Source: an optimization exercise on an open RTL-to-GDS flow (aim: small area). Production flows keep margins and buffers that such runs may drop.
No functional check of the RTL was part of this run.
Power is estimated from default activity; no workload was simulated.

==> design.v <==
`timescale 1ns / 1ps
module btn_debounce #(
    parameter SIZE = 8
) (
    input  clk,
    input  rst,
    input  btn_in,
    output btn_tick
);
    reg btn_in_d1, btn_in_d2, btn_in_d3, btn_in_d4;   
    wire set;   
    reg [SIZE-1:0] o;   
    always @(posedge clk or posedge rst) begin
        if (rst) begin
            btn_in_d1 <= 0;
            btn_in_d2 <= 0;
            btn_in_d3 <= 0;
            o <= 0;
        end else begin
            btn_in_d1 <= btn_in;
            btn_in_d2 <= btn_in_d1;
            if (set == 1) o <= 0;   
            else if (o[SIZE-1] == 0) o <= o + 1;   
            else btn_in_d3 <= btn_in_d2;   
        end
    end
    assign set = (btn_in_d1 != btn_in_d2) ? 1 : 0;   
    always @(posedge clk or posedge rst) begin
        if (rst) btn_in_d4 <= 0;
        else btn_in_d4 <= btn_in_d3;
    end
    assign btn_tick = btn_in_d3 & (~btn_in_d4);   
endmodule
`timescale 1ns / 1ps
module entire_fsm (
    input  logic clk,          
    input  logic rst,
    input  logic u_btn_tick,
    input  logic r_btn_tick,
    input  logic l_btn_tick,
    input  logic time_over,
    input  logic game_final,
    output logic start,
    output logic play_en,
    output logic restart,
    output logic [2:0] play_state
);
    typedef enum logic [2:0] {
        IDLE,
        START_WAIT,       
        PLAY,
        STOP,
        TIME_OVER,
        TOTAL_GAME_END,   
        RESTART
    } state;
    state cur_state, next_state;
    logic start_reg,   start_next;
    logic play_en_reg, play_en_next;
    logic restart_reg, restart_next;
    logic clock_en;
    logic clock_end_5s;
    assign start   = start_reg;
    assign play_en = play_en_reg;
    assign restart = restart_reg;
    always_ff @(posedge clk or posedge rst) begin
        if (rst) begin
            cur_state   <= IDLE;
            start_reg   <= 1'b0;
            play_en_reg <= 1'b0;
            restart_reg <= 1'b0;
        end else begin
            cur_state   <= next_state;
            start_reg   <= start_next;
            play_en_reg <= play_en_next;
            restart_reg <= restart_next;
        end
    end
    always_comb begin 
        case (cur_state)
            IDLE : play_state = 3'b000;
            START_WAIT :  play_state = 3'b001;     
            PLAY : play_state = 3'b010;
            STOP : play_state = 3'b011;
            TIME_OVER : play_state = 3'b100;
            TOTAL_GAME_END : play_state = 3'b101;  
            RESTART : play_state = 3'b110;
            default: play_state = 3'b000;
        endcase
    end
    always_comb begin
        next_state   = cur_state;
        start_next   = 1'b0;          
        play_en_next = play_en_reg;  
        restart_next = 1'b0;         
        clock_en     = 1'b0;
        case (cur_state)
            IDLE: begin
                play_en_next = 1'b0;
                if (u_btn_tick) begin
                    next_state = START_WAIT;
                    start_next = 1'b1;    
                end
            end
            START_WAIT: begin
                play_en_next = 1'b0;
                if (u_btn_tick) begin
                    next_state   = PLAY;
                    play_en_next = 1'b1;  
                end
            end
            PLAY: begin
                play_en_next = 1'b1;
                if (time_over) begin
                    next_state   = TIME_OVER;
                    play_en_next = 1'b0;
                end else if (game_final) begin
                    next_state   = TOTAL_GAME_END;
                    play_en_next = 1'b0;
                end else if (r_btn_tick) begin
                    next_state   = STOP;
                    play_en_next = 1'b0;
                end
            end
            STOP: begin
                play_en_next = 1'b0;
                if (r_btn_tick) begin
                    next_state   = PLAY;
                    play_en_next = 1'b1;
                end
            end
            TIME_OVER: begin
                play_en_next = 1'b0;
                if (l_btn_tick) begin
                    next_state   = RESTART;
                    restart_next = 1'b1;   
                end
            end
            TOTAL_GAME_END: begin
                play_en_next = 1'b0;
                if (l_btn_tick) begin
                    next_state   = RESTART;
                    restart_next = 1'b1;
                end
            end
            RESTART: begin
                play_en_next = 1'b0;
                clock_en     = 1'b1;       
                if (clock_end_5s) begin
                    next_state = START_WAIT;
                    start_next = 1'b1;     
                end
            end
            default: begin
                next_state   = IDLE;
            end
        endcase
    end
    counter_5s U_CNT_5S (
        .clk          (clk),            
        .rst          (rst),
        .clock_en     (clock_en),       
        .clock_end_5s(clock_end_5s)   
    );
endmodule
module counter_5s (
    input  logic clk,            
    input  logic rst,
    input  logic clock_en,       
    output logic clock_end_5s   
);
    localparam int MAX_COUNT = 1000 - 1;   
    logic [$clog2(MAX_COUNT+1)-1:0] counter;
    logic [2:0]                     cnt_5s;
    always_ff @(posedge clk or posedge rst) begin
        if (rst) begin
            counter       <= 0;
            cnt_5s       <= 0;
            clock_end_5s <= 1'b0;
        end else begin
            clock_end_5s <= 1'b0;
            if (!clock_en) begin
                counter <= 0;
                cnt_5s <= 0;
            end else begin
                if (counter == MAX_COUNT) begin
                    counter <= 0;
                    if (cnt_5s == 4'd2) begin
                        clock_end_5s <= 1'b1;   
                        cnt_5s       <= 0;
                    end else begin
                        cnt_5s <= cnt_5s + 1;
                    end
                end else begin
                    counter <= counter + 1;
                end
            end
        end
    end
endmodule
`timescale 1ns / 1ps
module timer (
    input  logic       clk,          
    input  logic       rst,
    input  logic       start,        
    input  logic       play_en,      
    input  logic       game_final,   
    input  logic       restart,
    output logic [3:0] sec0,         
    output logic [3:0] sec1,         
    output logic [3:0] min0,         
    output logic [3:0] min1,         
    output logic       time_over     
);
    logic clk_1s;
    logic run_stop;
    logic clear;
    timer_control_Unit U_timer_control_Unit (
        .clk(clk),
        .rst(rst),
        .start(start),   
        .play_en(play_en),   
        .game_final(game_final),   
        .time_over(time_over),   
        .restart(restart),   
        .run_stop(run_stop),
        .clear(clear)
    );
    Tick_gen_1s U_Tick_GEN_1S (
        .clk   (clk),     
        .rst   (rst),
        .run_stop(run_stop),
        .clk_1s(clk_1s)   
    );
    down_counter U_down_counter (
        .clk      (clk),
        .rst      (rst),
        .clk_1s   (clk_1s),
        .clear    (clear),
        .sec0     (sec0),
        .sec1     (sec1),
        .min0     (min0),
        .min1     (min1),
        .time_over(time_over)
    );
endmodule
module timer_control_Unit (
    input logic clk,
    input logic rst,
    input logic start,        
    input logic play_en,      
    input logic game_final,   
    input logic time_over,    
    input logic restart,      
    output logic run_stop,
    output logic clear
);
    typedef enum logic [1:0]{
        INIT,
        STOP,
        RUN,
        GAME_END
    } state_t;
    state_t cur_state, next_state;
    logic run_stop_reg, run_stop_next;
    logic clear_reg, clear_next;
    assign run_stop = run_stop_reg;
    assign clear = clear_reg;
    always_ff @(posedge clk, posedge rst) begin
        if (rst) begin
            cur_state <= INIT;
            run_stop_reg <= 0;
            clear_reg <= 1;
        end else begin
            cur_state <= next_state;
            run_stop_reg <= run_stop_next;
            clear_reg <= clear_next;
        end
    end
    always_comb begin
        next_state = cur_state;
        clear_next    = clear_reg;
        run_stop_next = run_stop_reg;
        case (cur_state)
            INIT: begin   
                clear_next = 1;
                run_stop_next = 0;
                if (start) begin
                    next_state = STOP;
                    clear_next = 0;
                    run_stop_next = 0;
                end
            end
            STOP: begin
                clear_next = 0;
                run_stop_next = 0;
                if (play_en) begin
                    next_state = RUN;
                    clear_next = 0;
                    run_stop_next = 1;
                end
            end
            RUN: begin
                clear_next = 0;
                run_stop_next = 1;
                if (time_over || game_final) begin   
                        next_state = GAME_END;
                        clear_next    = 0;
                        run_stop_next = 0;
                end else if (play_en == 0) begin
                    next_state = STOP;
                    clear_next = 0;
                    run_stop_next = 0;
                end
            end
            GAME_END: begin
                if (restart) begin
                    next_state = INIT;
                end
            end
        endcase
    end
endmodule
module down_counter (
    input  logic       clk,         
    input  logic       rst,
    input  logic       clk_1s,      
    input  logic       clear,       
    output logic [3:0] sec0,        
    output logic [3:0] sec1,        
    output logic [3:0] min0,        
    output logic [3:0] min1,        
    output logic       time_over    
);
    always_ff @(posedge clk or posedge rst) begin
        if (rst) begin
            min1      <= 4'd1;    
            min0      <= 4'd0;
            sec1      <= 4'd0;
            sec0      <= 4'd0;
            time_over <= 1'b0;
        end else begin
            if (clear) begin
                min1      <= 4'd1;
                min0      <= 4'd0;
                sec1      <= 4'd0;
                sec0      <= 4'd0;
                time_over <= 1'b0;
            end
            else if (time_over) begin
                time_over <= 1'b1;
            end
            else if (clk_1s) begin
                if ((min1 == 4'd0) && (min0 == 4'd0) &&
                    (sec1 == 4'd0) && (sec0 == 4'd1)) begin
                    min1      <= 4'd0;
                    min0      <= 4'd0;
                    sec1      <= 4'd0;
                    sec0      <= 4'd0;
                    time_over <= 1'b1;
                end else begin
                    if (sec0 > 0) begin
                        sec0 <= sec0 - 1;
                    end else begin
                        sec0 <= 4'd9;
                        if (sec1 > 0) begin
                            sec1 <= sec1 - 1;
                        end else begin
                            sec1 <= 4'd5;
                            if (min0 > 0) begin
                                min0 <= min0 - 1;
                            end else begin
                                min0 <= 4'd9;
                                if (min1 > 0) begin
                                    min1 <= min1 - 1;
                                end
                            end
                        end
                    end
                end
            end
        end
    end
endmodule
module Tick_gen_1s (
    input  logic clk,        
    input  logic rst,
    input  logic run_stop,   
    output logic clk_1s      
);
    localparam int MAX_COUNT = 1000 - 1;   
    logic [$clog2(MAX_COUNT+1)-1:0] counter;
    always_ff @(posedge clk or posedge rst) begin
        if (rst) begin
            counter <= 0;
            clk_1s  <= 0;
        end else begin
            if (!run_stop) begin
                counter <= counter;
                clk_1s  <= 0;
            end else begin
                if (counter == MAX_COUNT) begin
                    counter <= 0;
                    clk_1s  <= 1;    
                end else begin
                    counter <= counter + 1;
                    clk_1s  <= 0;
                end
            end
        end
    end
endmodule
`timescale 1ns / 1ps
module play_game_fsm(
    input  logic clk,          
    input  logic rst,
    input  logic start, 
    input  logic restart,
    input  logic play_en,
    input  logic die_en,
    input  logic [2:0] die_value,  
    input  logic final_state,  
    input logic  next_match, 
    output logic [5:0] p1_position,  
    output logic [5:0] p2_position,
    output logic i2c_show_signal,  
    output logic game_end,  
    output logic [1:0] game_win,  
    output logic wait_p1,  
    output logic wait_p2,
    output logic up_signal_p1,
    output logic down_signal_p1,
    output logic up_signal_p2,
    output logic down_signal_p2
    );
    typedef enum logic [3:0] {
        IDLE,
        NEW_MATCH,       
        WAIT_UPDATE_P1,  
        UPDATE_P1,  
        WAIT_UPDATE_P2,  
        UPDATE_P2,  
        COMPARE,  
        I2C_UPDATE,  
        CHECK_END,  
        END_CUR_MATCH,  
        WAIT_RESTART
    } state;
    state cur_state, next_state;
    logic i2c_show_signal_reg, i2c_show_signal_next;
    logic game_end_reg , game_end_next;
    logic [1:0] game_win_reg, game_win_next;
    logic [5:0] p1_position_reg, p1_position_next;
    logic [5:0] p2_position_reg, p2_position_next;
    logic wait_p1_reg , wait_p1_next;
    logic wait_p2_reg , wait_p2_next;
    logic clock_en , clock_en_reg , clock_en_next;
    logic clock_end_3s;
    logic up_en_reg_p1, up_en_next_p1;
    logic down_en_reg_p1 , down_en_next_p1;  
    logic up_en_reg_p2, up_en_next_p2;
    logic down_en_reg_p2 , down_en_next_p2;  
    localparam int I2C_DELAY_CYCLES = 8000 - 1;  
    logic [$clog2(I2C_DELAY_CYCLES+1)-1:0] i2c_cnt_reg, i2c_cnt_next;
    assign i2c_show_signal = i2c_show_signal_reg;
    assign game_end = game_end_reg;
    assign game_win = game_win_reg;
    assign p1_position = p1_position_reg;
    assign p2_position = p2_position_reg;
    assign wait_p1 = wait_p1_reg;
    assign wait_p2 = wait_p2_reg;
    assign clock_en = clock_en_reg;
    assign up_signal_p1 = up_en_reg_p1;
    assign down_signal_p1 = down_en_reg_p1;
    assign up_signal_p2 = up_en_reg_p2;
    assign down_signal_p2 = down_en_reg_p2;
    always_ff @( posedge clk or posedge rst ) begin 
        if(rst) begin
            cur_state <= IDLE;
            i2c_show_signal_reg <= 0;
            game_end_reg <= 0;
            game_win_reg <= 0;
            p1_position_reg <= 0;
            p2_position_reg <= 0;
            wait_p1_reg <=0;
            wait_p2_reg <=0;
            clock_en_reg <= 0;
            up_en_reg_p1   <=0;
            down_en_reg_p1 <=0;
            up_en_reg_p2   <=0;
            down_en_reg_p2 <=0;
            i2c_cnt_reg          <= 0; 
        end else begin
            cur_state <= next_state;
            i2c_show_signal_reg <= i2c_show_signal_next;
            game_end_reg <= game_end_next;
            game_win_reg <= game_win_next;
            p1_position_reg <= p1_position_next;
            p2_position_reg <= p2_position_next;
            wait_p1_reg <=wait_p1_next;
            wait_p2_reg <=wait_p2_next;
            clock_en_reg <= clock_en_next;
            up_en_reg_p1 <=up_en_next_p1;
            down_en_reg_p1 <=down_en_next_p1;
            up_en_reg_p2 <=up_en_next_p2;
            down_en_reg_p2 <=down_en_next_p2;
            i2c_cnt_reg          <= i2c_cnt_next; 
        end
    end
    always_comb begin
        next_state = cur_state;
        i2c_show_signal_next = i2c_show_signal_reg;
        game_end_next = 0;  
        game_win_next = game_win_reg;
        p1_position_next = p1_position_reg;
        p2_position_next = p2_position_reg;
        wait_p1_next = wait_p1_reg;
        wait_p2_next = wait_p2_reg;
        clock_en_next = clock_en_reg;
        up_en_next_p1 = up_en_reg_p1;
        down_en_next_p1 = down_en_reg_p1;
        up_en_next_p2 = up_en_reg_p2;
        down_en_next_p2 = down_en_reg_p2;
        i2c_cnt_next = i2c_cnt_reg;
        if(cur_state == IDLE) begin
            if(start) begin
                 next_state= NEW_MATCH ;
                 p1_position_next = 0;
                 p2_position_next = 0;
            end
        end 
        else if (cur_state == WAIT_RESTART) begin
                if (restart) begin
                    next_state = IDLE;
                end
        end
        if(play_en==0) begin
        end else begin
            case (cur_state)
                NEW_MATCH : begin
                    next_state = WAIT_UPDATE_P1;
                    wait_p1_next = 1;
                end
                WAIT_UPDATE_P1 : begin
                    if(die_en) begin
                        next_state = UPDATE_P1;
                        wait_p1_next = 0;
                        clock_en_next =1;  
                        p1_position_next = p1_position_reg + die_value;  
                        if(p1_position_next >= 40) p1_position_next = 6'd40;  
                    end
                end
                UPDATE_P1 : begin
                    if(clock_end_3s) begin  
                        clock_en_next = 0;
                        case (p1_position_reg)
                            6'd3 : p1_position_next = 6'd10;
                            6'd8 : p1_position_next = 6'd17;
                            6'd23: p1_position_next = 6'd30;
                            6'd11: p1_position_next = 6'd0;
                            6'd35: p1_position_next = 6'd32;
                            6'd26: p1_position_next = 6'd14;
                            default: p1_position_next = p1_position_reg;
                        endcase
                        case (p1_position_reg)
                            6'd3 : up_en_next_p1 = 1'b1;
                            6'd8 : up_en_next_p1 = 1'b1;
                            6'd23: up_en_next_p1 = 1'b1;
                            default:  up_en_next_p1 = up_en_reg_p1;
                        endcase
                        case (p1_position_reg)
                            6'd11: down_en_next_p1 = 1'b1;
                            6'd35: down_en_next_p1 = 1'b1;
                            6'd26: down_en_next_p1 = 1'b1;
                            default:  down_en_next_p1 = down_en_reg_p1;
                        endcase
                        next_state = WAIT_UPDATE_P2;
                        wait_p2_next = 1;
                    end                   
                end
                WAIT_UPDATE_P2 : begin
                    up_en_next_p1 = 1'b0;
                    down_en_next_p1 = 1'b0;
                    if(die_en) begin
                        next_state = UPDATE_P2;
                        wait_p2_next = 0;  
                        clock_en_next =1;  
                        p2_position_next = p2_position_reg + die_value; 
                        if(p2_position_next >= 40) p2_position_next = 6'd40;  
                    end
                end
                UPDATE_P2 : begin
                    if(clock_end_3s) begin  
                        clock_en_next = 0;
                        case (p2_position_reg)
                            6'd3 : p2_position_next = 6'd10;
                            6'd8 : p2_position_next = 6'd17;
                            6'd23: p2_position_next = 6'd30;
                            6'd11: p2_position_next = 6'd0;
                            6'd35: p2_position_next = 6'd32;
                            6'd26: p2_position_next = 6'd14;
                            default: p2_position_next = p2_position_reg;
                        endcase
                         case (p2_position_reg)
                            6'd3 : up_en_next_p2 = 1'b1;
                            6'd8 : up_en_next_p2 = 1'b1;
                            6'd23: up_en_next_p2 = 1'b1;
                            default:  up_en_next_p2 = up_en_reg_p2;
                        endcase
                        case (p2_position_reg)
                            6'd11: down_en_next_p2 = 1'b1;
                            6'd35: down_en_next_p2 = 1'b1;
                            6'd26: down_en_next_p2 = 1'b1;
                            default:  down_en_next_p2 = down_en_reg_p2;
                        endcase
                        next_state = COMPARE;
                    end                   
                end
                COMPARE : begin
                    up_en_next_p2 = 1'b0;
                    down_en_next_p2 = 1'b0;
                    if(p1_position_reg==p2_position_reg) begin
                        game_win_next = 2'b00; 
                    end else if (p1_position_reg>p2_position_reg) begin
                        game_win_next = 2'b01; 
                    end else if (p1_position_reg<p2_position_reg) begin
                        game_win_next = 2'b10; 
                    end
                    if (i2c_cnt_reg == I2C_DELAY_CYCLES) begin
                        i2c_cnt_next         = '0;       
                        next_state           = I2C_UPDATE;
                        i2c_show_signal_next = 1'b1;     
                    end else begin
                        i2c_cnt_next = i2c_cnt_reg + 1;
                    end
                end
                I2C_UPDATE : begin
                    i2c_show_signal_next = 0;  
                    next_state = CHECK_END;
                end 
                CHECK_END : begin  
                    if(p1_position_reg==6'd40 || p2_position_reg==6'd40) begin
                        next_state = END_CUR_MATCH;
                        game_end_next = 1;
                    end else begin  
                        next_state = WAIT_UPDATE_P1;
                        wait_p1_next = 1'b1;
                    end
                end
                END_CUR_MATCH : begin
                     if (final_state) begin
                        next_state = WAIT_RESTART;
                    end
                    else if (next_match) begin
                        next_state       = NEW_MATCH;
                        p1_position_next = 0;
                        p2_position_next = 0;
                    end
                    else begin
                        next_state = END_CUR_MATCH;
                    end          
                end
            endcase
        end
        if (restart) begin
            next_state           = IDLE;
            i2c_show_signal_next = 1'b0;
            wait_p1_next         = 1'b0;
            wait_p2_next         = 1'b0;
            clock_en_next        = 1'b0;
            up_en_next_p1        = 1'b0;
            down_en_next_p1      = 1'b0;
            up_en_next_p2        = 1'b0;
            down_en_next_p2      = 1'b0;
            i2c_cnt_next         = '0;
        end
    end
    counter_3s U_CNT_3S (
        .clk(clk),            
        .rst(rst),
        .clock_en(clock_en),       
        .clock_end_3s(clock_end_3s)   
    );
endmodule
module counter_3s (
    input  logic clk,            
    input  logic rst,
    input  logic clock_en,       
    output logic clock_end_3s   
);
    localparam int MAX_COUNT = 1000 - 1;   
    logic [$clog2(MAX_COUNT+1)-1:0] counter;
    logic [3:0]                     cnt_3s;
    always_ff @(posedge clk or posedge rst) begin
        if (rst) begin
            counter       <= 0;
            cnt_3s       <= 0;
            clock_end_3s <= 1'b0;
        end else begin
            clock_end_3s <= 1'b0;
            if (!clock_en) begin
                counter <= 0;
                cnt_3s <= 0;
            end else begin
                if (counter == MAX_COUNT) begin
                    counter <= 0;
                    if (cnt_3s == 4'd2) begin
                        clock_end_3s <= 1'b1;   
                        cnt_3s       <= 0;
                    end else begin
                        cnt_3s <= cnt_3s + 1;
                    end
                end else begin
                    counter <= counter + 1;
                end
            end
        end
    end
endmodule
`timescale 1ns / 1ps
module victory_tracker_fsm(
    input  logic       clk,        
    input  logic       rst,
    input  logic       start,      
    input  logic       restart,    
    input  logic       game_end,   
    input  logic [1:0] game_win,   
    output logic       final_state,
    output logic       next_match,   
    output logic       game_final,    
    output logic [1:0] game_result,    
    output logic [1:0] score_p1,
    output logic [1:0] score_p2
);
    typedef enum logic [2:0] {
        IDLE,           
        WAIT_GAME,      
        UPDATE_SCORE,   
        CHECK_END,      
        MATCH_OVER      
    } state_t;
    state_t cur_state, next_state;
    logic [1:0] score_p1_reg, score_p1_next;
    logic [1:0] score_p2_reg, score_p2_next;
    logic       game_final_reg,  game_final_next;
    logic [1:0] game_result_reg, game_result_next;
    logic final_state_reg, final_state_next;
    logic next_match_reg , next_match_next;
    assign game_final  = game_final_reg;
    assign game_result = game_result_reg;
    assign score_p1 = score_p1_reg;
    assign score_p2 = score_p2_reg;
    assign final_state =  final_state_reg;
    assign next_match = next_match_reg;
    localparam int I2C_DELAY_CYCLES = 8000 - 1;  
    logic [$clog2(I2C_DELAY_CYCLES+1)-1:0] i2c_cnt_reg, i2c_cnt_next;
    always_ff @(posedge clk or posedge rst) begin 
        if (rst) begin
            cur_state       <= IDLE;
            score_p1_reg        <= 2'd0;
            score_p2_reg        <= 2'd0;
            game_final_reg  <= 1'b0;
            game_result_reg <= 2'b00;
            final_state_reg <= 1'b0;
            next_match_reg  <= 1'b0;
            i2c_cnt_reg          <= 0; 
        end else begin
            cur_state       <= next_state;
            score_p1_reg        <= score_p1_next;
            score_p2_reg        <= score_p2_next;
            game_final_reg  <= game_final_next;
            game_result_reg <= game_result_next;
            final_state_reg <= final_state_next;
            next_match_reg  <= next_match_next;
            i2c_cnt_reg          <= i2c_cnt_next;
        end
    end
    always_comb begin 
        next_state       = cur_state;
        score_p1_next    = score_p1_reg;
        score_p2_next    = score_p2_reg;
        game_final_next  = 1'b0;  
        game_result_next = game_result_reg;
        final_state_next = final_state_reg;
        next_match_next  = 1'b0;  
        i2c_cnt_next = i2c_cnt_reg;
        case (cur_state)
            IDLE: begin
                score_p1_next    = 2'd0;
                score_p2_next    = 2'd0;
                game_final_next  = 1'b0;
                game_result_next = 2'b00;
                final_state_next = 1'b0;
                if (start) begin
                    next_state = WAIT_GAME;
                end
            end
            WAIT_GAME: begin
                if (game_end) begin
                    next_state = UPDATE_SCORE;
                end
                if (restart) begin
                    next_state = IDLE;
                end
            end
            UPDATE_SCORE: begin
                    if (i2c_cnt_reg == I2C_DELAY_CYCLES) begin
                        i2c_cnt_next         = '0;       
                        next_state           = CHECK_END;
                        case (game_win)
                    2'b00: begin  
                        score_p1_next = score_p1_reg + 1;
                        score_p2_next = score_p2_reg + 1;
                    end
                    2'b01: begin  
                        score_p1_next = score_p1_reg + 1;
                    end
                    2'b10: begin  
                        score_p2_next = score_p2_reg + 1;
                    end
                    default: begin
                    end
                endcase
                    end else begin
                        i2c_cnt_next = i2c_cnt_reg + 1;
                    end
            end
            CHECK_END: begin
                if (score_p1_reg == 2 || score_p2_reg == 2) begin
                    next_state      = MATCH_OVER;
                    game_final_next = 1'b1;
                    final_state_next = 1'b1;
                    if (score_p1_reg == 2 && score_p2_reg == 2)
                        game_result_next = 2'b00;  
                    else if (score_p1_reg == 2)
                        game_result_next = 2'b01;  
                    else if (score_p2_reg == 2)
                        game_result_next = 2'b10;  
                end else begin
                    next_state = WAIT_GAME;
                    next_match_next = 1'b1;
                end 
            end
            MATCH_OVER: begin
                game_final_next = 1'b0;
                if (restart) begin
                    next_state = IDLE;
                    final_state_next = 1'b0;
                end
            end
            default: begin
                next_state = IDLE;
            end
        endcase
    end
endmodule
`timescale 1ns / 1ps
module Game_Logic_Top (
    input  logic       clk,
    input  logic       rst,
    input  logic       u_btn,             
    input  logic       r_btn,             
    input  logic       l_btn,             
    input  logic       die_en,
    input  logic [2:0] die_value,         
    output logic [3:0] sec0,              
    output logic [3:0] sec1,              
    output logic [3:0] min0,              
    output logic [3:0] min1,              
    output logic [5:0] p1_position,
    output logic [5:0] p2_position,
    output logic [2:0] play_state,        
    output logic       wait_p1,           
    output logic       wait_p2,           
    output logic [1:0] score_p1,
    output logic [1:0] score_p2,
    output logic       i2c_show_signal,
    output logic [1:0] game_win,          
    output logic       game_final,        
    output logic [1:0] game_result,       
    output logic       up_signal_p1,      
    output logic       down_signal_p1,    
    output logic       up_signal_p2,      
    output logic       down_signal_p2,    
    output logic       restart
);
    logic u_btn_tick, l_btn_tick, r_btn_tick;
    logic start;
    logic play_en;
    logic time_over;
    logic w_game_final;
    logic final_state;
    logic next_match;
    logic game_end;
    logic w_restart;
    assign restart = w_restart;
    assign game_final = w_game_final;
    btn_debounce U_BTN_DEBOUNCE_UP (
        .clk     (clk),
        .rst     (rst),
        .btn_in  (u_btn),
        .btn_tick(u_btn_tick)
    );
    btn_debounce U_BTN_DEBOUNCE_R (
        .clk     (clk),
        .rst     (rst),
        .btn_in  (r_btn),
        .btn_tick(r_btn_tick)
    );
    btn_debounce U_BTN_DEBOUNCE_L (
        .clk     (clk),
        .rst     (rst),
        .btn_in  (l_btn),
        .btn_tick(l_btn_tick)
    );
    entire_fsm U_ENTIRE_FSM (
        .clk       (clk),
        .rst       (rst),
        .u_btn_tick(u_btn_tick),
        .r_btn_tick(r_btn_tick),
        .l_btn_tick(l_btn_tick),
        .time_over (time_over),
        .game_final(w_game_final),
        .start     (start),
        .play_en   (play_en),
        .restart   (w_restart),
        .play_state(play_state)      
    );
    timer U_TIMER (
        .clk       (clk),
        .rst       (rst),
        .start     (start),          
        .play_en   (play_en),        
        .game_final(w_game_final),   
        .restart   (w_restart),
        .sec0      (sec0),
        .sec1      (sec1),
        .min0      (min0),
        .min1      (min1),
        .time_over (time_over)
    );
    play_game_fsm U_PLAY_GAME_FSM (
        .clk            (clk),
        .rst            (rst),
        .start          (start),
        .restart        (w_restart),
        .play_en        (play_en),
        .die_en         (die_en),
        .die_value      (die_value),         
        .final_state    (final_state),
        .next_match     (next_match),
        .p1_position    (p1_position),
        .p2_position    (p2_position),
        .wait_p1        (wait_p1),
        .wait_p2        (wait_p2),
        .game_end       (game_end),          
        .game_win       (game_win),          
        .i2c_show_signal(i2c_show_signal),
        .up_signal_p1   (up_signal_p1),
        .down_signal_p1 (down_signal_p1),
        .up_signal_p2   (up_signal_p2),
        .down_signal_p2 (down_signal_p2)
    );
    victory_tracker_fsm U_VICTORY_TRACKER_FSM (
        .clk        (clk),
        .rst        (rst),
        .start      (start),
        .restart    (w_restart),
        .game_end   (game_end),       
        .game_win   (game_win),       
        .game_final (w_game_final),   
        .final_state(final_state),
        .next_match (next_match),
        .game_result(game_result),    
        .score_p1   (score_p1),
        .score_p2   (score_p2)
    );
endmodule
`timescale 1ns / 1ps
module I2C_Master (
    input      clk,
    input      reset,
    input      i2c_en,
    input      start,
    output reg ready,
    output reg done,
    input [1:0] mode,         
    input [6:0] slave_addr,   
    input [7:0] reg_addr,
    input [1:0] burst_len,    
    input      [31:0] tx_data,   
    output reg [31:0] rx_data,  
    output reg        tx_done,
    output reg        rx_done,
    output SCL,
    input  sda_i,
    output sda_o,
    output sda_oe
);
    localparam integer FCOUNT = 50;   
    typedef enum logic [1:0] {
        WRITE_ONLY = 2'b00,
        READ_ONLY  = 2'b01,
        REG_WRITE  = 2'b10,
        REG_READ   = 2'b11
    } mode_t;
    mode_t mode_sel;
    assign mode_sel = mode_t'(mode);
    logic slave_addr_rw;
    assign slave_addr_rw = (mode_sel == READ_ONLY) ? 1'b1 : 1'b0;  
    typedef enum logic [4:0] {
        IDLE,
        START1,
        START2,
        ADDR_W,
        ACK_ADDR_W,
        REG_ADDR,
        ACK_REG,
        WRITE_BYTE,
        ACK_WRITE,
        REP_START1,
        REP_START2,
        REP_START3,
        REP_START4,
        ADDR_R,
        ACK_ADDR_R,
        READ_BYTE,
        READ_HOLD,
        ACK_READ,
        NACK_READ,
        STOP1,
        STOP2,
        STOP3
    } state_t;
    state_t state, state_next;
    reg [7:0] temp_slave_addr_reg, temp_slave_addr_next;
    reg [7:0] temp_slave_reg_reg, temp_slave_reg_next;
    reg [31:0] temp_tx_data_reg, temp_tx_data_next;
    reg [7:0] temp_rx_data_reg, temp_rx_data_next;
    reg [3:0] bit_counter_reg, bit_counter_next;
    reg [2:0] slv_count_reg, slv_count_next;
    reg [1:0] burst_len_reg, burst_len_next;
    reg write_ack_reg, write_ack_next;
    reg read, read_next;
    reg tx_done_reg, tx_done_next;
    reg rx_done_reg, rx_done_next;
    reg [31:0] rx_data_reg, rx_data_next;
    reg [$clog2(FCOUNT)-1:0] sclk_counter_reg, sclk_counter_next;
    reg tick_sample;
    reg scl_en;
    reg start_stop_scl;
    reg data_ack_scl;
    reg sda_en;
    reg master_o_data;
    assign SCL = scl_en ? data_ack_scl : start_stop_scl;
    assign sda_o  = master_o_data;
    assign sda_oe = sda_en;
    assign tx_done = tx_done_reg;
    assign rx_done = rx_done_reg;
    assign rx_data = rx_data_reg;
    reg sclk_sync0, sclk_sync1;
    wire sclk_rising = sclk_sync0 & ~sclk_sync1;
    wire sclk_falling = ~sclk_sync0 & sclk_sync1;
    always @(posedge clk or posedge reset) begin
        if (reset) begin
            sclk_sync0 <= 1;
            sclk_sync1 <= 1;
        end else begin
            sclk_sync0 <= SCL;
            sclk_sync1 <= sclk_sync0;
        end
    end
    always @(posedge clk or posedge reset) begin
        if (reset) begin
            state               <= IDLE;
            sclk_counter_reg    <= 0;
            temp_tx_data_reg    <= 0;
            temp_slave_addr_reg <= 0;
            temp_slave_reg_reg  <= 0;
            bit_counter_reg     <= 0;
            slv_count_reg       <= 0;
            burst_len_reg       <= 0;
            tx_done_reg         <= 0;
            rx_done_reg         <= 0;
            write_ack_reg       <= 1'b1;
            read                <= 0;
            rx_data_reg         <= 0;
            temp_rx_data_reg    <= 0;
        end else begin
            state               <= state_next;
            sclk_counter_reg    <= sclk_counter_next;
            temp_tx_data_reg    <= temp_tx_data_next;
            temp_slave_addr_reg <= temp_slave_addr_next;
            temp_slave_reg_reg  <= temp_slave_reg_next;
            bit_counter_reg     <= bit_counter_next;
            slv_count_reg       <= slv_count_next;
            burst_len_reg       <= burst_len_next;
            tx_done_reg         <= tx_done_next;
            rx_done_reg         <= rx_done_next;
            write_ack_reg       <= write_ack_next;
            read                <= read_next;
            rx_data_reg         <= rx_data_next;
            temp_rx_data_reg    <= temp_rx_data_next;
        end
    end
    always @(*) begin
        state_next           = state;
        sclk_counter_next    = sclk_counter_reg;
        temp_tx_data_next    = temp_tx_data_reg;
        temp_rx_data_next    = temp_rx_data_reg;
        temp_slave_addr_next = temp_slave_addr_reg;
        temp_slave_reg_next  = temp_slave_reg_reg;
        bit_counter_next     = bit_counter_reg;
        slv_count_next       = slv_count_reg;
        burst_len_next       = burst_len_reg;
        tx_done_next         = 0;
        rx_done_next         = 0;
        write_ack_next       = write_ack_reg;
        read_next            = read;
        ready                = 0;
        done                 = 0;
        rx_data_next         = rx_data_reg;
        scl_en               = 0;
        start_stop_scl       = 1;
        sda_en               = 1;
        master_o_data        = 1;
        case (state)
            IDLE: begin
                master_o_data = 1'b1;
                ready = 1;
                if (start && i2c_en) begin
                    temp_slave_addr_next = {slave_addr, slave_addr_rw};
                    temp_slave_reg_next  = reg_addr;
                    temp_tx_data_next    = tx_data;
                    burst_len_next       = burst_len;
                    slv_count_next       = 0;
                    bit_counter_next     = 0;
                    state_next           = START1;
                end
            end
            START1: begin
                master_o_data = 0;
                if (sclk_counter_reg == FCOUNT - 1) begin
                    state_next        = START2;
                    sclk_counter_next = 0;
                end else begin
                    sclk_counter_next = sclk_counter_reg + 1;
                end
            end
            START2: begin
                master_o_data  = 1'b0;
                start_stop_scl = 1'b0;
                if (sclk_counter_reg == FCOUNT - 1) begin
                    sclk_counter_next = 0;
                    state_next        = ADDR_W;
                end else begin
                    sclk_counter_next = sclk_counter_reg + 1;
                end
            end
            ADDR_W: begin
                scl_en = 1;
                master_o_data = temp_slave_addr_reg[7];
                if (sclk_falling) begin
                    temp_slave_addr_next = {temp_slave_addr_reg[6:0], 1'b0};
                    if (bit_counter_reg == 7) begin
                        bit_counter_next = 0;
                        state_next       = ACK_ADDR_W;
                    end else begin
                        bit_counter_next = bit_counter_reg + 1;
                    end
                end
            end
            ACK_ADDR_W: begin
                scl_en = 1;
                sda_en = 0;
                if (sclk_rising) write_ack_next = sda_i;
                if (sclk_falling && (write_ack_reg == 0)) begin   
                    state_next = (mode_sel == REG_READ || mode_sel == REG_WRITE)
                               ? REG_ADDR : WRITE_BYTE;
                end else if (sclk_falling && (write_ack_reg == 1'b1))
                    state_next = STOP1;   
            end
            REG_ADDR: begin
                scl_en = 1;
                master_o_data = temp_slave_reg_reg[7];
                if (sclk_falling) begin
                    temp_slave_reg_next = {temp_slave_reg_reg[6:0], 1'b0};
                    if (bit_counter_reg == 7) begin
                        bit_counter_next = 0;
                        state_next       = ACK_REG;
                    end else begin
                        bit_counter_next = bit_counter_reg + 1;
                    end
                end
            end
            ACK_REG: begin
                scl_en = 1;
                sda_en = 0;
                if (sclk_rising) write_ack_next = sda_i;
                if (sclk_falling && write_ack_reg == 0)   
                    state_next = (mode_sel == REG_READ) ? REP_START1 : WRITE_BYTE;
                else if (sclk_falling && (write_ack_reg == 1'b1))
                    state_next = STOP1;   
            end
            WRITE_BYTE: begin
                scl_en = 1;
                master_o_data = temp_tx_data_reg[31 - (slv_count_reg*8) - bit_counter_reg];
                if (sclk_falling) begin
                    if (bit_counter_reg == 7) begin
                        bit_counter_next = 0;
                        slv_count_next   = slv_count_reg + 1;
                        state_next       = ACK_WRITE;
                        tx_done_next     = 1;
                    end else begin
                        bit_counter_next = bit_counter_reg + 1;
                    end
                end
            end
            ACK_WRITE: begin
                scl_en = 1;
                sda_en = 0;   
                if (sclk_rising) write_ack_next = sda_i;
                if (sclk_falling && write_ack_reg == 0)   
                    state_next = (slv_count_reg < burst_len_reg + 1) ? WRITE_BYTE : STOP1;
                else if (sclk_falling && (write_ack_reg == 1'b1))
                    state_next = STOP1;   
            end
            REP_START1: begin
                scl_en         = 1'b0;   
                start_stop_scl = 1'b0;   
                sda_en         = 1'b1;
                master_o_data  = 1'b1;   
                if (sclk_counter_reg == FCOUNT - 1) begin
                    sclk_counter_next    = 0;
                    state_next           = REP_START2;
                    temp_slave_addr_next = {slave_addr, 1'b1};
                    bit_counter_next     = 0;
                end else begin
                    sclk_counter_next = sclk_counter_reg + 1;
                end
            end
            REP_START2: begin
                scl_en         = 1'b0;
                start_stop_scl = 1'b1;   
                sda_en         = 1'b1;
                master_o_data  = 1'b1;   
                if (sclk_counter_reg == FCOUNT - 1) begin
                    sclk_counter_next = 0;
                    state_next        = REP_START3;
                end else begin
                    sclk_counter_next = sclk_counter_reg + 1;
                end
            end
            REP_START3: begin
                scl_en         = 1'b0;
                start_stop_scl = 1'b1;   
                sda_en         = 1'b1;
                master_o_data  = 1'b0;   
                if (sclk_counter_reg == FCOUNT - 1) begin
                    sclk_counter_next = 0;
                    state_next        = REP_START4;
                    bit_counter_next  = 0;
                    scl_en            = 1;
                end else begin
                    sclk_counter_next = sclk_counter_reg + 1;
                end
            end
            REP_START4: begin
                scl_en         = 1'b0;
                start_stop_scl = 1'b0;   
                sda_en         = 1'b1;
                master_o_data  = 1'b0;
                if (sclk_counter_reg == FCOUNT - 1) begin
                    sclk_counter_next = 0;
                    state_next        = ADDR_R;   
                    bit_counter_next  = 0;
                    scl_en            = 1;
                end else begin
                    sclk_counter_next = sclk_counter_reg + 1;
                end
            end
            ADDR_R: begin
                scl_en = 1;
                master_o_data = temp_slave_addr_reg[7];
                if (sclk_falling) begin  
                    temp_slave_addr_next = {temp_slave_addr_reg[6:0], 1'b0};
                    if (bit_counter_reg == 7) begin
                        bit_counter_next = 0;
                        state_next       = ACK_ADDR_R;
                    end else begin
                        bit_counter_next = bit_counter_reg + 1;
                    end
                end
            end
            ACK_ADDR_R: begin
                scl_en = 1;
                sda_en = 0;
                if (sclk_rising) write_ack_next = sda_i;
                if (sclk_falling && write_ack_reg == 0) state_next = READ_BYTE;
                else if (sclk_falling && (write_ack_reg == 1'b1))
                    state_next = STOP1;   
            end
            READ_BYTE: begin
                scl_en = 1;
                sda_en = 0;
                if (sclk_rising)
                    temp_rx_data_next = {temp_rx_data_reg[6:0], sda_i};
                if (sclk_falling) begin
                    if (bit_counter_reg == 7) begin
                        bit_counter_next = 0;
                        slv_count_next   = slv_count_reg + 1;
                        rx_done_next     = 1;
                        case (slv_count_reg)
                            3'd0: rx_data_next[31:24] = temp_rx_data_reg;
                            3'd1: rx_data_next[23:16] = temp_rx_data_reg;
                            3'd2: rx_data_next[15:8] = temp_rx_data_reg;
                            3'd3: rx_data_next[7:0] = temp_rx_data_reg;
                        endcase
                        state_next = READ_HOLD;
                    end else begin
                        bit_counter_next = bit_counter_reg + 1;
                    end
                end
            end
            READ_HOLD: begin
                scl_en = 1;
                if (slv_count_reg < burst_len_reg + 1) state_next = ACK_READ;
                else state_next = NACK_READ;
            end
            ACK_READ: begin
                scl_en = 1;
                master_o_data = 0;
                if (sclk_falling) state_next = READ_BYTE;
            end
            NACK_READ: begin
                scl_en = 1;
                master_o_data = 1;
                if (sclk_falling) state_next = STOP1;
            end
            STOP1: begin
                scl_en         = 0;   
                start_stop_scl = 0;   
                master_o_data  = 0;   
                if (sclk_counter_reg == 50 - 1) begin
                    sclk_counter_next = 0;
                    state_next        = STOP2;
                end else begin
                    sclk_counter_next = sclk_counter_reg + 1;
                end
            end
            STOP2: begin
                scl_en         = 0;
                start_stop_scl = 1;   
                master_o_data  = 0;  
                done           = 0;
                if (sclk_counter_reg == 25 - 1) begin
                    sclk_counter_next = 0;
                    state_next        = STOP3;
                end else begin
                    sclk_counter_next = sclk_counter_reg + 1;
                end
            end
            STOP3: begin
                scl_en         = 0;
                start_stop_scl = 1;   
                master_o_data  = 1;   
                done           = 1;
                if (sclk_counter_reg == 25 - 1) begin
                    sclk_counter_next = 0;
                    state_next        = IDLE;
                end else begin
                    sclk_counter_next = sclk_counter_reg + 1;
                end
            end
        endcase
    end
    parameter CLK3 = 100, CLK0 = 25, CLK1 = 50, CLK2 = 75;   
    reg [$clog2(CLK3)-1:0] counter_reg;
    always @(posedge clk or posedge reset) begin
        if (reset) begin
            counter_reg  <= 0;
            data_ack_scl <= 0;
        end else begin
            if (scl_en) begin
                if (counter_reg >= 0 && counter_reg < CLK0 - 1) begin
                    counter_reg  <= counter_reg + 1;
                    data_ack_scl <= 0;
                end else if (counter_reg >= CLK0-1 && counter_reg < CLK1-1) begin
                    counter_reg  <= counter_reg + 1;
                    data_ack_scl <= 1;
                end else if (counter_reg >= CLK1-1 && counter_reg < CLK2-1) begin
                    counter_reg  <= counter_reg + 1;
                    data_ack_scl <= 1;
                end else if (counter_reg >= CLK2-1 && counter_reg < CLK3-1-1) begin
                    counter_reg  <= counter_reg + 1;
                    data_ack_scl <= 0;
                end else if (counter_reg == CLK3 - 1 - 1) begin
                    counter_reg  <= counter_reg + 1;
                    data_ack_scl <= 0;
                end else if (counter_reg == CLK3 - 1) begin
                    counter_reg  <= 0;
                    data_ack_scl <= 0;
                end
            end else begin
                counter_reg  <= 0;
                data_ack_scl <= 0;
            end
        end
    end
endmodule
`timescale 1ns/1ps
module I2C_Game_Ctrl (
    input  logic       clk,
    input  logic       rst,
    input  logic       i2c_show_signal,    
    input  logic [1:0] game_win,           
    input  logic       game_final,         
    input  logic [1:0] game_result,        
    input  logic       restart,            
    input  logic       up_signal_p1,          
    input  logic       down_signal_p1,
    input  logic       up_signal_p2,          
    input  logic       down_signal_p2,
    output logic       SCL,
    input  logic       sda_i,
    output logic       sda_o,
    output logic       sda_oe
);
    localparam logic [6:0] P1_ADDR   = 7'b1010_101;   
    localparam logic [6:0] P2_ADDR   = 7'b0101_010;   
    localparam logic [7:0] REG0_ADDR = 8'h00;         
    localparam logic [7:0] REG1_ADDR = 8'h01;         
    localparam logic [7:0] REG2_ADDR = 8'h02;         
    localparam logic [1:0] MODE_REG_WRITE = 2'b10;    
    localparam logic [1:0] BURST_1BYTE    = 2'b00;    
    logic        i2c_en;
    logic        start;
    logic        ready;
    logic        done;
    logic [1:0]  mode;
    logic [6:0]  slave_addr;
    logic [7:0]  reg_addr;
    logic [1:0]  burst_len;
    logic [31:0] tx_data;
    I2C_Master U_I2C_MASTER (
        .clk        (clk),
        .reset      (rst),
        .i2c_en     (i2c_en),
        .start      (start),
        .ready      (ready),
        .done       (done),
        .mode       (mode),
        .slave_addr (slave_addr),
        .reg_addr   (reg_addr),
        .burst_len  (burst_len),
        .tx_data    (tx_data),
        .rx_data    (),
        .tx_done    (),
        .rx_done    (),
        .SCL        (SCL),
        .sda_i      (sda_i),
        .sda_o      (sda_o),
        .sda_oe     (sda_oe)
    );
    assign i2c_en = 1'b1;
    logic [7:0] p1_reg0_val, p2_reg0_val;
    logic [7:0] p1_reg1_val, p2_reg1_val;
    logic [7:0] p1_reg2_val, p2_reg2_val;
    always_comb begin
        p1_reg0_val = 8'd0;
        p2_reg0_val = 8'd0;
        case (game_win)
            2'b00: begin  
                p1_reg0_val = 8'd0;
                p2_reg0_val = 8'd0;
            end
            2'b01: begin  
                p1_reg0_val = 8'd1;
                p2_reg0_val = 8'd2;
            end
            2'b10: begin  
                p1_reg0_val = 8'd2;
                p2_reg0_val = 8'd1;
            end
            default: begin
                p1_reg0_val = 8'd0;
                p2_reg0_val = 8'd0;
            end
        endcase
        p1_reg1_val = 8'd0;
        p2_reg1_val = 8'd0;
        case (game_result)
            2'b00: begin  
                p1_reg1_val = 8'd1;
                p2_reg1_val = 8'd1;
            end
            2'b01: begin  
                p1_reg1_val = 8'd2;
                p2_reg1_val = 8'd3;
            end
            2'b10: begin  
                p1_reg1_val = 8'd3;
                p2_reg1_val = 8'd2;
            end
            default: begin
                p1_reg1_val = 8'd0;
                p2_reg1_val = 8'd0;
            end
        endcase
        p1_reg2_val = 8'd0;
        p2_reg2_val = 8'd0;
        if(up_signal_p1) p1_reg2_val=8'd2;
        if(up_signal_p2) p2_reg2_val=8'd2;
        if(down_signal_p1) p1_reg2_val=8'd1;
        if(down_signal_p2) p2_reg2_val=8'd1;
    end
    typedef enum logic [5:0] {
        ST_IDLE,
        ST_SHOW_P1_WAIT,
        ST_SHOW_P2_WAIT,
        ST_SHOW_P1_WR,
        ST_SHOW_P2_WR,        
        ST_FINAL_P1_WAIT,
        ST_FINAL_P2_WAIT,
        ST_FINAL_P1_WR,
        ST_FINAL_P2_WR,       
        ST_RST_P1_REG0_WAIT,
        ST_RST_P1_REG1_WAIT,
        ST_RST_P1_REG0_WR,
        ST_RST_P1_REG1_WR,    
        ST_RST_P2_REG0_WR,    
        ST_RST_P2_REG1_WAIT,
        ST_RST_P2_REG1_WR,    
        ST_RST_P2_WAIT_END,    
        ST_LADDER_P1_REG2_WAIT,
        ST_LADDER_P2_REG2_WAIT,
        ST_LADDER_P1_REG2_WR,
        ST_LADDER_P2_REG2_WR
    } ctrl_state_t;
    ctrl_state_t cur_state, next_state;
    logic        start_reg, start_next;
    logic [1:0]  mode_reg, mode_next;
    logic [6:0]  slave_addr_reg, slave_addr_next;
    logic [7:0]  reg_addr_reg, reg_addr_next;
    logic [1:0]  burst_len_reg, burst_len_next;
    logic [31:0] tx_data_reg, tx_data_next;
    assign start      = start_reg;
    assign mode       = mode_reg;
    assign slave_addr = slave_addr_reg;
    assign reg_addr   = reg_addr_reg;
    assign burst_len  = burst_len_reg;
    assign tx_data    = tx_data_reg;
    always_ff @(posedge clk or posedge rst) begin
        if (rst) begin
            cur_state       <= ST_IDLE;
            start_reg       <= 1'b0;
            mode_reg        <= MODE_REG_WRITE;
            slave_addr_reg  <= 7'd0;
            reg_addr_reg    <= 8'd0;
            burst_len_reg   <= BURST_1BYTE;
            tx_data_reg     <= 32'd0;
        end else begin
            cur_state       <= next_state;
            start_reg       <= start_next;
            mode_reg        <= mode_next;
            slave_addr_reg  <= slave_addr_next;
            reg_addr_reg    <= reg_addr_next;
            burst_len_reg   <= burst_len_next;
            tx_data_reg     <= tx_data_next;
        end
    end
    always_comb begin
        next_state       = cur_state;
        start_next       = 1'b0;
        mode_next        = mode_reg;
        slave_addr_next  = slave_addr_reg;
        reg_addr_next    = reg_addr_reg;
        burst_len_next   = burst_len_reg;
        tx_data_next     = tx_data_reg;
        case (cur_state)
            ST_IDLE: begin
                mode_next      = MODE_REG_WRITE;
                burst_len_next = BURST_1BYTE;
                if (restart) begin
                    slave_addr_next = P1_ADDR;
                    reg_addr_next   = REG0_ADDR;
                    tx_data_next    = {8'd0, 24'd0};     
                    next_state = ST_RST_P1_REG0_WR;
                end else if (game_final) begin
                    slave_addr_next = P1_ADDR;
                    reg_addr_next   = REG1_ADDR;
                    tx_data_next    = {p1_reg1_val, 24'd0};
                    next_state = ST_FINAL_P1_WR;
                end else if (i2c_show_signal) begin
                    slave_addr_next = P1_ADDR;
                    reg_addr_next   = REG0_ADDR;
                    tx_data_next    = {p1_reg0_val, 24'd0};
                    next_state = ST_SHOW_P1_WR;
                end else if (up_signal_p1 || down_signal_p1) begin 
                    slave_addr_next = P1_ADDR;
                    reg_addr_next   = REG2_ADDR;
                    tx_data_next    = {p1_reg2_val, 24'd0};
                    next_state = ST_LADDER_P1_REG2_WR;
                end else if (up_signal_p2 || down_signal_p2) begin 
                    slave_addr_next = P2_ADDR;
                    reg_addr_next   = REG2_ADDR;
                    tx_data_next    = {p2_reg2_val, 24'd0};
                    next_state = ST_LADDER_P2_REG2_WR;
                end
            end
            ST_SHOW_P1_WR : begin
                if (ready) begin
                    start_next = 1'b1;
                    next_state = ST_SHOW_P1_WAIT;
                end
            end
            ST_SHOW_P1_WAIT: begin
                if (done) begin
                    slave_addr_next = P2_ADDR;
                    reg_addr_next   = REG0_ADDR;
                    tx_data_next    = {p2_reg0_val, 24'd0};
                    next_state = ST_SHOW_P2_WR;
                end
            end
            ST_SHOW_P2_WR : begin
                if(ready) begin
                    start_next = 1'b1;
                    next_state = ST_SHOW_P2_WAIT;
                end
            end
            ST_SHOW_P2_WAIT: begin
                if (done) begin
                    next_state = ST_IDLE;
                end
            end
            ST_FINAL_P1_WR : begin
                if (ready) begin
                    start_next = 1'b1;
                    next_state = ST_FINAL_P1_WAIT;
                end
            end
            ST_FINAL_P1_WAIT: begin
                if (done) begin
                    slave_addr_next = P2_ADDR;
                    reg_addr_next   = REG1_ADDR;
                    tx_data_next    = {p2_reg1_val, 24'd0};
                    next_state = ST_FINAL_P2_WR;
                end
            end
            ST_FINAL_P2_WR : begin
                if(ready) begin
                    start_next = 1'b1;
                    next_state = ST_FINAL_P2_WAIT;
                end
            end
            ST_FINAL_P2_WAIT: begin
                if (done) begin
                    next_state = ST_IDLE;
                end
            end
            ST_RST_P1_REG0_WR : begin
                if (ready) begin
                        start_next = 1'b1;
                        next_state = ST_RST_P1_REG0_WAIT;
                    end
            end
            ST_RST_P1_REG0_WAIT: begin
                if (done) begin
                    slave_addr_next = P1_ADDR;
                    reg_addr_next   = REG1_ADDR;
                    tx_data_next    = {8'd0, 24'd0};
                    next_state = ST_RST_P1_REG1_WR;
                end
            end
            ST_RST_P1_REG1_WR : begin
                if(ready) begin
                    start_next = 1'b1;
                    next_state = ST_RST_P1_REG1_WAIT;
                end
            end
            ST_RST_P1_REG1_WAIT: begin
                if (done) begin
                    slave_addr_next = P2_ADDR;
                    reg_addr_next   = REG0_ADDR;
                    tx_data_next    = {8'd0, 24'd0};
                    next_state = ST_RST_P2_REG0_WR;
                end
            end
            ST_RST_P2_REG0_WR : begin
                if(ready) begin
                    start_next = 1'b1;
                    next_state = ST_RST_P2_REG1_WAIT;
                end
            end
            ST_RST_P2_REG1_WAIT: begin
                if (done) begin
                    slave_addr_next = P2_ADDR;
                    reg_addr_next   = REG1_ADDR;
                    tx_data_next    = {8'd0, 24'd0};
                    next_state =  ST_RST_P2_REG1_WR;
                end
            end
            ST_RST_P2_REG1_WR : begin
                if(ready) begin
                    start_next = 1'b1;
                    next_state = ST_RST_P2_WAIT_END;
                end
            end
            ST_RST_P2_WAIT_END: begin
                if (done) begin
                    next_state = ST_IDLE;
                end
            end
            ST_LADDER_P1_REG2_WR : begin
                if (ready) begin
                    start_next = 1'b1;
                    next_state = ST_LADDER_P1_REG2_WAIT;
                end
            end
            ST_LADDER_P1_REG2_WAIT : begin
                if (done) begin
                    next_state = ST_IDLE;
                end
            end
            ST_LADDER_P2_REG2_WR : begin
                if (ready) begin
                    start_next = 1'b1;
                    next_state = ST_LADDER_P2_REG2_WAIT;
                end
            end
            ST_LADDER_P2_REG2_WAIT : begin
                if (done) begin
                    next_state = ST_IDLE;
                end
            end
            default: begin
                next_state = ST_IDLE;
            end
        endcase
    end
endmodule
`timescale 1ns / 1ps
module game_master_core (
    input  logic       clk,
    input  logic       rst,
    input  logic       u_btn,
    input  logic       r_btn,
    input  logic       l_btn,
    input  logic       die_en,
    input  logic [2:0] die_value,
    output logic [3:0] sec0,
    output logic [3:0] sec1,
    output logic [3:0] min0,
    output logic [3:0] min1,
    output logic [5:0] p1_position,
    output logic [5:0] p2_position,
    output logic [2:0] play_state,
    output logic       wait_p1,
    output logic       wait_p2,
    output logic [1:0] score_p1,
    output logic [1:0] score_p2,
    output logic       scl,
    input  logic       sda_i,
    output logic       sda_o,
    output logic       sda_oe
);
    logic       w_i2c_show;
    logic [1:0] w_game_win;
    logic       w_game_final;
    logic [1:0] w_game_result;
    logic       w_up_p1, w_down_p1;
    logic       w_up_p2, w_down_p2;
    logic       w_restart;
    Game_Logic_Top U_GAME_LOGIC (
        .clk            (clk),
        .rst            (rst),
        .u_btn          (u_btn),
        .r_btn          (r_btn),
        .l_btn          (l_btn),
        .die_en         (die_en),
        .die_value      (die_value),
        .sec0           (sec0),
        .sec1           (sec1),
        .min0           (min0),
        .min1           (min1),
        .p1_position    (p1_position),
        .p2_position    (p2_position),
        .play_state     (play_state),
        .wait_p1        (wait_p1),
        .wait_p2        (wait_p2),
        .score_p1       (score_p1),
        .score_p2       (score_p2),
        .i2c_show_signal(w_i2c_show),
        .game_win       (w_game_win),
        .game_final     (w_game_final),
        .game_result    (w_game_result),
        .up_signal_p1   (w_up_p1),
        .down_signal_p1 (w_down_p1),
        .up_signal_p2   (w_up_p2),
        .down_signal_p2 (w_down_p2),
        .restart        (w_restart)
    );
    I2C_Game_Ctrl U_I2C_CTRL (
        .clk            (clk),
        .rst            (rst),
        .i2c_show_signal(w_i2c_show),
        .game_win       (w_game_win),
        .game_final     (w_game_final),
        .game_result    (w_game_result),
        .restart        (w_restart),
        .up_signal_p1   (w_up_p1),
        .down_signal_p1 (w_down_p1),
        .up_signal_p2   (w_up_p2),
        .down_signal_p2 (w_down_p2),
        .SCL            (scl),
        .sda_i          (sda_i),
        .sda_o          (sda_o),
        .sda_oe         (sda_oe)
    );
endmodule
==> run.sh <==
#!/bin/bash
# synth_recipe.tcl (not shown) runs the flow's synth.tcl, then flattens the netlist and writes it again
# the make line also repeats each setting of config.mk as NAME=value (left out here)
make -C /OpenROAD-flow-scripts/flow DESIGN_CONFIG=/design/flow/config.mk WORK_HOME=/design/flow/orfs CLKGATE_MAP_FILE= SYNTH_SCRIPT=/design/flow/synth_recipe.tcl finish
==> config.mk <==
export PLATFORM = sky130hd
export DESIGN_NAME = game_master_core
export DESIGN_NICKNAME = game_master_core
export VERILOG_FILES = /design/flow/design.v
export SDC_FILE = /design/flow/constraint.sdc
export NUM_CORES = 4
export LEC_CHECK = 0
export CAP_MARGIN = 20
export CORE_MARGIN = 2
export CORE_UTILIZATION = 40
export PLACE_DENSITY = 0.6
export SLEW_MARGIN = 20
==> constraint.sdc <==
create_clock -name core_clock -period 10.0 [get_ports {clk}]
set_input_delay 2.0000 -clock core_clock [delete_from_list [all_inputs] [get_ports {clk}]]
set_output_delay 2.0000 -clock core_clock [all_outputs]
set_load 0.01 [all_outputs]
==> qor.txt <==
Status = timing/DRC/antenna clean
Die Wd = 189.4 um
GRT Residual Overflow = 0
Main synth FF type = dfrtp_1
First-pass DRT Iterations = 5
Register area share after synthesis = 0.4134
CTS resizes = 0
Final wirelength = 30,380 um
Post-Layout Cell Count = 2,014
R2r setup slk = 7.18 ns
I/O Buffers = 49
Worst Path Arrival = 3.32 ns
Mean Syn Cell Area = 8.961 um^2
Place WS = 5.251 ns
Total nets after synthesis = 1,593
Leading area contributor after synthesis = dfrtp_1
Max transition margin = 0.3871
Vias = 11.21k
CP max FO = 24
Fill count = 3,302
Worst setup EP type = output port
CP peak stage delay = 0.79 ns
Skew final = 0.008871 ns
Pins Over Slew Limit = 0
Vias in the first global route = 10.54k
Drt drc = 0
Via/cell ratio = 5.568
Critical path cell sequence = inv_1, a41oi_1, nand2b_1, o2111ai_4, o221ai_1, o21ai_0, clkdlybuf4s50_1
CTS root buffer = clkbuf_16
Nets@finish = 1,604
Initial Util = 0.4082
Pleak = 6.466 nW
CTS Hold Bufs = 0
DRT iter0 DRCs = 678
Gr usage total = 0.1701
Initial antenna violation count = 0
P per Cell Area = 128.1 nW/um^2
CP Data Required Time = 8.00 ns
Post-synth top area share = 0.4039
Core area = 33,700 um^2
Row cnt = 67
Layout cells sized above 1 = 0.07663
# diodes = 0
Hold Vio Cnt, Final = 0
Post-CTS Setup Inserts = 0
Max Fclk = 0.1881 GHz
Least-Margin Pin Slew = 0.9194 ns
Placed cell count = 1,965
HP Class = reg2reg
RSZ-0062 raised after global routing = no
Synth area leaders = dfrtp_1 (40%), nor2_1 (4.6%), ha_1 (4.2%)
Crit path time final = 5.317 ns
Post-synth cell types = 103
Total power = 1.979 mW
Post-route ant nets = 0
Final HPWL DP = 20,770 um
Global-route wire length before repair = 52,250 um
Post-DR wirelength/cell = 15.08 um
Kind of critical path = reg2out
Gate Count Post-Synth = 1,535
IO Count = 50
Htree depth = 1
Die area = 35,890 um^2
Commonest non-fill, non-tap cell in the layout = dfrtp_1
Clock transition at the registers of the reported paths = 0.06 ns
CP startpoint kind = flip-flop
RD Place Congestion = 0.8865
Yosys warnings = 14
Largest net degree at the start of global routing = 98
Slowest CP cell = dfrtp_1
Asr flop ratio synth = 1.000
Deepest clock path buffer count = 3
Total CTS buffers = 27
Period Utilization, post-route = 0.5317
Worst vdd ir = 0.1316 mV
Cell Area, Synth = 13,760 um^2
P&R area growth vs syn = 12.34%
Setup WS post-layout = 4.684 ns
Die Y = 189.4 um
Hold_ws = 0.3789 ns
Final setup fails = 0
CTS tree = built
#FFs+latches synth = 227
Max-cap violation count = 0
Most frequent cells in the layout = dfrtp_1 (222), nor2_1 (167), nand2_1 (121)
Clock Sink Count = 227
EDFF count, synth = 0
TNS Setup = 0 ns
Worst skew pair latency = 0.53 ns
## routing by layer
layer,vias to the layer above,track usage,share of wire
met3,55,0.02095,0.036
met2,216,0.2751,0.46
met1,5384,0.2415,0.48
met5,-,0,0
met4,0,0.04383,0.021
li1,5558,-,-
## Yosys cell counts, types with 20 or more instances
cell type  instances
xnor2_1           41
nand2_1          121
ha_1              46
nor3_1            31
clkbuf_1          38
xor2_1            31
inv_1             69
dfrtp_1          222
a21oi_1          100
o21ai_0          101
nand2b_1          36
mux2i_1           21
a31oi_1           20
nor2_1           167
buf_2             22
nor2b_1           41
nand3_1           57
and3_1            23
## layout make-up
class | instances | area (um^2) | area share
clock buffer | 42 | 832.0 | 0.05384
clock inverter | 7 | 95.09 | 0.006153
inverter | 70 | 270.3 | 0.01749
multi-input combinational | 1169 | 7503 | 0.4855
sequential | 227 | 5687 | 0.3680
tap | 448 | 560.5 | 0.03627
timing repair buffer | 51 | 505.5 | 0.03271
## logic make-up after synthesis
group                    synth area share
AND/OR/NAND/NOR                    0.2354
AO/OA/AOI/OAI                      0.1876
flip-flops                         0.4134
buffers and inverters             0.04111
XOR/XNOR                          0.04584
adder cells (fa/ha/maj)           0.04475
multiplexers                      0.03193
## worst max-delay path: cells and delay by family, from the launching register on
family,cells,cell delay (ns)
compound gates,4,1.04
buf+inv,2,0.82
flops,1,0.79
simple gates,1,0.14
## per-stage QoR
stage	utilization	cell area [um^2]
finish	0.4586	15450
floorplan	-	13760
global placement	0.4311	14530
detailed placement	0.4311	14530
CTS	0.4586	15450
global route	0.4586	15450
## where the power goes
part	internal [mW]	total [mW]	switching, mW
logic	0.0151	0.0474	0.0323
registers	0.927	0.933	0.00660
clock network	0.620	0.999	0.378
## worst paths after layout
kind / startpoint / end / cells past startpoint
worst max-delay path: U_I2C_CTRL.U_I2C_MASTER.state[3]$_DFFE_PP0P_ / scl / 7
worst min-delay path: U_I2C_CTRL.U_I2C_MASTER.sclk_sync0$_DFF_PP1_ / U_I2C_CTRL.U_I2C_MASTER.sclk_sync1$_DFF_PP1_ / 0
worst max register to register: U_GAME_LOGIC.U_PLAY_GAME_FSM.p2_position_reg[0]$_DFFE_PP0P_ / U_GAME_LOGIC.U_PLAY_GAME_FSM.p2_position_reg[2]$_DFFE_PP0P_ / 9
worst min register to register: U_I2C_CTRL.U_I2C_MASTER.sclk_sync0$_DFF_PP1_ / U_I2C_CTRL.U_I2C_MASTER.sclk_sync1$_DFF_PP1_ / 0
max in group asynchronous: rst / U_GAME_LOGIC.U_PLAY_GAME_FSM.U_CNT_3S.clock_end_3s$_DFF_PP0_ / 3
min in group asynchronous: rst / U_GAME_LOGIC.U_TIMER.U_down_counter.min0[3]$_DFFE_PP0P_ / 2

port drivers added, routing unchanged:
Ports are ideal in the flow. The routed layout listed here was re-timed in OpenROAD. Step 1: set_driving_cell puts a clkbuf_16 on clk and a buf_2 on each other input, an assumption about the parent block. Step 2 times the ports against the registers' clock, not the clock port: input delays grow and output delays shrink by t, the midpoint of the rising clock arrivals with the driver on. Three values: no drivers, after step 1, after step 2; two values: the first two.
t (ns): 0.583
setup WS [ns]: 4.683 / 4.631 / 5.214
worst setup path at the end: register to output
worst register clock-pin slew, ns: 0.06 / 0.06
pins driven straight from the clock port: 1
After both steps this run still meets setup and hold. The setup slack of this run moves by -0.052 ns with the drivers and by +0.531 ns with both steps.
